Context: an optimization exercise on an open-source flow, tuned for small area and a short achievable clock period. The choices shown serve that exercise and are no tape-out recipe.
In this exercise RTL edits were held to simulation tests only and were not proved equivalent to the original.

==> flow/design.v (excerpt) <==
module DCT(clk,rst_n,ena,done,
  data_in0,data_in1,data_in2,data_in3,data_in4,data_in5,data_in6,data_in7,
  data_out0,data_out1,data_out2,data_out3,data_out4,data_out5,data_out6,data_out7);
Size: ~2,100 cells after synthesis, about 440 flip-flops, ~27,000 um2 of cells after synthesis.
export LEC_CHECK = 0
export CAP_MARGIN = 20
export CORE_MARGIN = 2
export CORE_UTILIZATION = 40
export SETUP_SLACK_MARGIN = 1.75
export SLEW_MARGIN = 20
export SYNTH_HIERARCHICAL = 1
export SYNTH_MINIMUM_KEEP_SIZE = 0
create_clock -name core_clock -period 4.5 [get_ports {clk}]
standard.sh (not shown) runs the stock make flow with config.mk's settings and CLKGATE_MAP_FILE= SYNTH_SCRIPT=/design/flow/synth_recipe.tcl, a recipe that flattens the netlist after the stock synthesis.
==> flow/flow/run.sh <==
#!/bin/bash
# The standard layout, with plain buf_1 cells as the input/output port buffers
# (the standard flow picks a larger delay-buffer cell for them).
set -euo pipefail
export BUFFER_PORTS_ARGS="-buffer_cell sky130_fd_sc_hd__buf_1"
bash standard.sh > standard.log 2>&1
The first run went through all stages and came out clean.
==> next run, changes <==
Settings changed: SETUP_SLACK_MARGIN 1.75 to 1.25.
The changed run ran to the end with no violations.
Wire length rises by 0.61%.
Global-route usage rises by 0.24 points.
Worst setup slack is worse by 0.33 ns.
Flip-flop and latch count stays the same.
Sequential share of layout area rises by 0.42 points.
Maximum frequency falls by 11%.
Cell count falls by 1.5%.
==> next run, changes <==
Settings changed: CAP_MARGIN 20 to 10, CTS_CLUSTER_DIAMETER from default to 70, CTS_CLUSTER_SIZE from default to 30, SETUP_SLACK_MARGIN 1.25 to 1.75, SLEW_MARGIN 20 to 10.
=> Setup slack gains 0.34 ns. Hold slack gains 0.020 ns. Global-route usage is lower by 0.31 points. Via count rose by 0.35%. Wire length goes down by about 1.3%. Sequential cell count is unchanged. Cell count rose by 0.66%. Non-clock buffer count rose by 43. Die area does not change.
==> next run, changes <==
Settings changed: CAP_MARGIN 10 to 20, CTS_CLUSTER_DIAMETER 70 to default, CTS_CLUSTER_SIZE 30 to default, SETUP_SLACK_MARGIN 1.75 to 1.5, SLEW_MARGIN 10 to 20.
The new run completed with no timing, DRC or antenna violations.
Global-route usage went up by 0.31 points.
Utilization went down by 0.40 points.
Worst hold slack gains 0.012 ns.
Cell area went down by 0.88%.
Clock-buffer cell count went up by 26.
Wire length went up by 1.0%.
Sequential cell count is unchanged.
Final cell count went down by 0.56%.

---

## red
DCT, a different RTL version from the one above (not shown whole).
Size in the first run: about 2100 cells after synthesis, ~370 flip-flops, about 230 I/O pins, about 0.025 mm2 of cells after synthesis.
// DCT
module DCT(clk,rst_n,ena,done,
  data_in0,data_in1,data_in2,data_in3,data_in4,data_in5,data_in6,data_in7,
  data_out0,data_out1,data_out2,data_out3,data_out4,data_out5,data_out6,data_out7);
input clk,rst_n,ena;
input signed [8:0] data_in0,data_in1,data_in2,data_in3,data_in4,data_in5,data_in6,data_in7;
output signed [18:0] data_out0,data_out1,data_out2,data_out3,data_out4,data_out5,data_out6,data_out7;
output done;
reg [2:0] vld;
always @(posedge clk or negedge rst_n)
  if (!rst_n) vld <= 0;
  else vld <= {vld[1:0], ena};
assign done = vld[2];
wire [8:0] x0 = data_in0, x1 = data_in1, x2 = data_in2, x3 = data_in3;
wire [8:0] x4 = data_in4, x5 = data_in5, x6 = data_in6, x7 = data_in7;
wire s1, c2;
dct_ha us1 (.a(x0[0]), .b(x7[0]), .s(s1), .co(c2));
wire s3, c4;
dct_ha us3 (.a(x0[1]), .b(x7[1]), .s(s3), .co(c4));
wire s5, c6;
dct_ha us5 (.a(x0[2]), .b(x7[2]), .s(s5), .co(c6));
wire s7, c8;
dct_ha us7 (.a(x0[3]), .b(x7[3]), .s(s7), .co(c8));
wire s9, c10;
dct_ha us9 (.a(x0[4]), .b(x7[4]), .s(s9), .co(c10));
wire s11, c12;
dct_ha us11 (.a(x0[5]), .b(x7[5]), .s(s11), .co(c12));
wire s13, c14;
dct_ha us13 (.a(x0[6]), .b(x7[6]), .s(s13), .co(c14));
wire s15, c16;
dct_ha us15 (.a(x0[7]), .b(x7[7]), .s(s15), .co(c16));
wire s17, c18;
dct_ha us17 (.a(x0[8]), .b(x7[8]), .s(s17), .co(c18));
wire s19, c20;
dct_ha us19 (.a(x0[8]), .b(x7[8]), .s(s19), .co(c20));
wire p0_g21;
dct_ao up0_g21 (.a(c4), .b(s3), .c(c2), .y(p0_g21));
wire p0_p22;
dct_and up0_p22 (.a(s3), .b(s1), .y(p0_p22));
wire p0_g23;
dct_ao up0_g23 (.a(c8), .b(s7), .c(c6), .y(p0_g23));
wire p0_p24;
dct_and up0_p24 (.a(s7), .b(s5), .y(p0_p24));
wire p0_g25;
dct_ao up0_g25 (.a(c12), .b(s11), .c(c10), .y(p0_g25));
wire p0_p26;
  ...
clock: 4.5 ns
lec_check: 0
cap_margin: 20
core_margin: 2
core_utilization: 40
cts_cluster_diameter: 70
cts_cluster_size: 30
setup_slack_margin: 2.0
slew_margin: 20
synth_hierarchical: 1
synth_minimum_keep_size: 0
tns_end_percent: 30
Scripts as last shown in full above: flow/flow/run.sh
Input-level comparison between blue and red:
Settings: clearing TNS_END_PERCENT, which used to be 30; swapping 2.0 for 1.75 in SETUP_SLACK_MARGIN; putting GPL_ROUTABILITY_DRIVEN at 0 where nothing was set.
Results
Number of antenna violations at the first check in global routing for blue is lower than for red.
From red to blue the numbers moved as follows: cell count saw a decrease; routed wire length saw a decrease.
Between blue and red, the delay of the slowest cell on the worst path is higher for blue.
Edits applied to the flow inputs when going from blue to green:
Settings: swapping 1.75 for 1.9 in SETUP_SLACK_MARGIN; clearing GPL_ROUTABILITY_DRIVEN, which used to be 0.
--- outcome ---
In the metrics for blue and green, the one carrying the higher ratio of routed vias to standard cells is blue.
The routed metal-1 wirelength reported for green is greater than that of blue by 1.4%.
Delta (green minus blue): fraction of standard cell area in multi-input logic went down by 1.1 points, worst setup margin went down by 19 ps, number of enable-type register cells in the synthesized netlist was more or less identical, number of nets at the end of the flow went up by 80.
Modified inputs, orange compared to green
Settings: changing SETUP_SLACK_MARGIN from 1.9 to 1.75; setting TNS_END_PERCENT to 50 for the first time.
--- outcome ---
Diff green and orange: HPWL after detailed placement higher in orange. Looking at detailed-routing wirelength on met1, orange sits above green. Net count reported at finish (lower): orange. From green to orange the numbers moved as follows: fraction of cell area in non-clock buffers down 2.5 points; layout buffer count excluding clock buffers down 82. green reports its source of the critical timing path as ra_p2[2]$_DFF_P_ while orange reports ra_p0[3]$_DFF_P_. orange vs. green: clock-buffer cell count went down by about 6%. orange vs. green: number of vias per cell after detailed routing saw an increase; final hold slack saw an increase.
[inputs] purple vs orange
Settings: PLACE_DENSITY newly set to 0.7; TNS_END_PERCENT removed (was 50).
purple: all stages complete, timing, DRC and antenna checks passed
Routed wire length: higher on orange
orange → purple: count of placed standard cells including taps closely matched the old numbers; global-route met3 utilization increased by 0.92 points relative to the old numbers.

## what the ideal ports hide
How much do the figures lean on ideal ports? The routed layouts below were timed once more, with nothing changed but the port constraints. Step 1 assumes that a clkbuf_16 drives the clock port and a buf_2 every other input. Step 2 moves the port delays by t, midway between the first and last clock arrival at a register: inputs arrive t later, outputs are due t later. That takes back most of the time a late clock gives input paths. Three values: ideal, step 1, step 2; two values: the first two.
run | shift t [ns] | slack for setup (ns) | clock arrival spread, ns | worst register clock-pin slew, ns
the first run of note 1 | 0.640 | 1.733 / 1.702 / 1.062 | 0.030 / 0.030 | 0.07 / 0.07
the second run of note 1 | 0.653 | 1.402 / 1.402 / 0.869 | 0.030 / 0.031 | 0.07 / 0.07
the third run of note 1 | 0.625 | 1.746 / 1.692 / 1.067 | 0.043 / 0.043 | 0.10 / 0.10
the fourth run of note 1 | 0.640 | 1.572 / 1.570 / 0.930 | 0.020 / 0.020 | 0.06 / 0.06
red | 0.616 | 1.703 / 1.703 / 1.550 | 0.034 / 0.034 | 0.08 / 0.08
blue | 0.656 | 1.701 / 1.701 / 1.564 | 0.039 / 0.040 | 0.10 / 0.10
green | 0.669 | 1.682 / 1.682 / 1.576 | 0.039 / 0.039 | 0.09 / 0.09
orange | 0.649 | 1.701 / 1.701 / 1.601 | 0.047 / 0.047 | 0.09 / 0.09
purple | 0.639 | 1.660 / 1.660 / 1.555 | 0.038 / 0.038 | 0.11 / 0.11
After both steps every run listed still meets setup and hold. For the third run of note 1, which loses most, drivers alone change the setup slack by -0.054 ns; drivers and shift together by -0.679 ns.
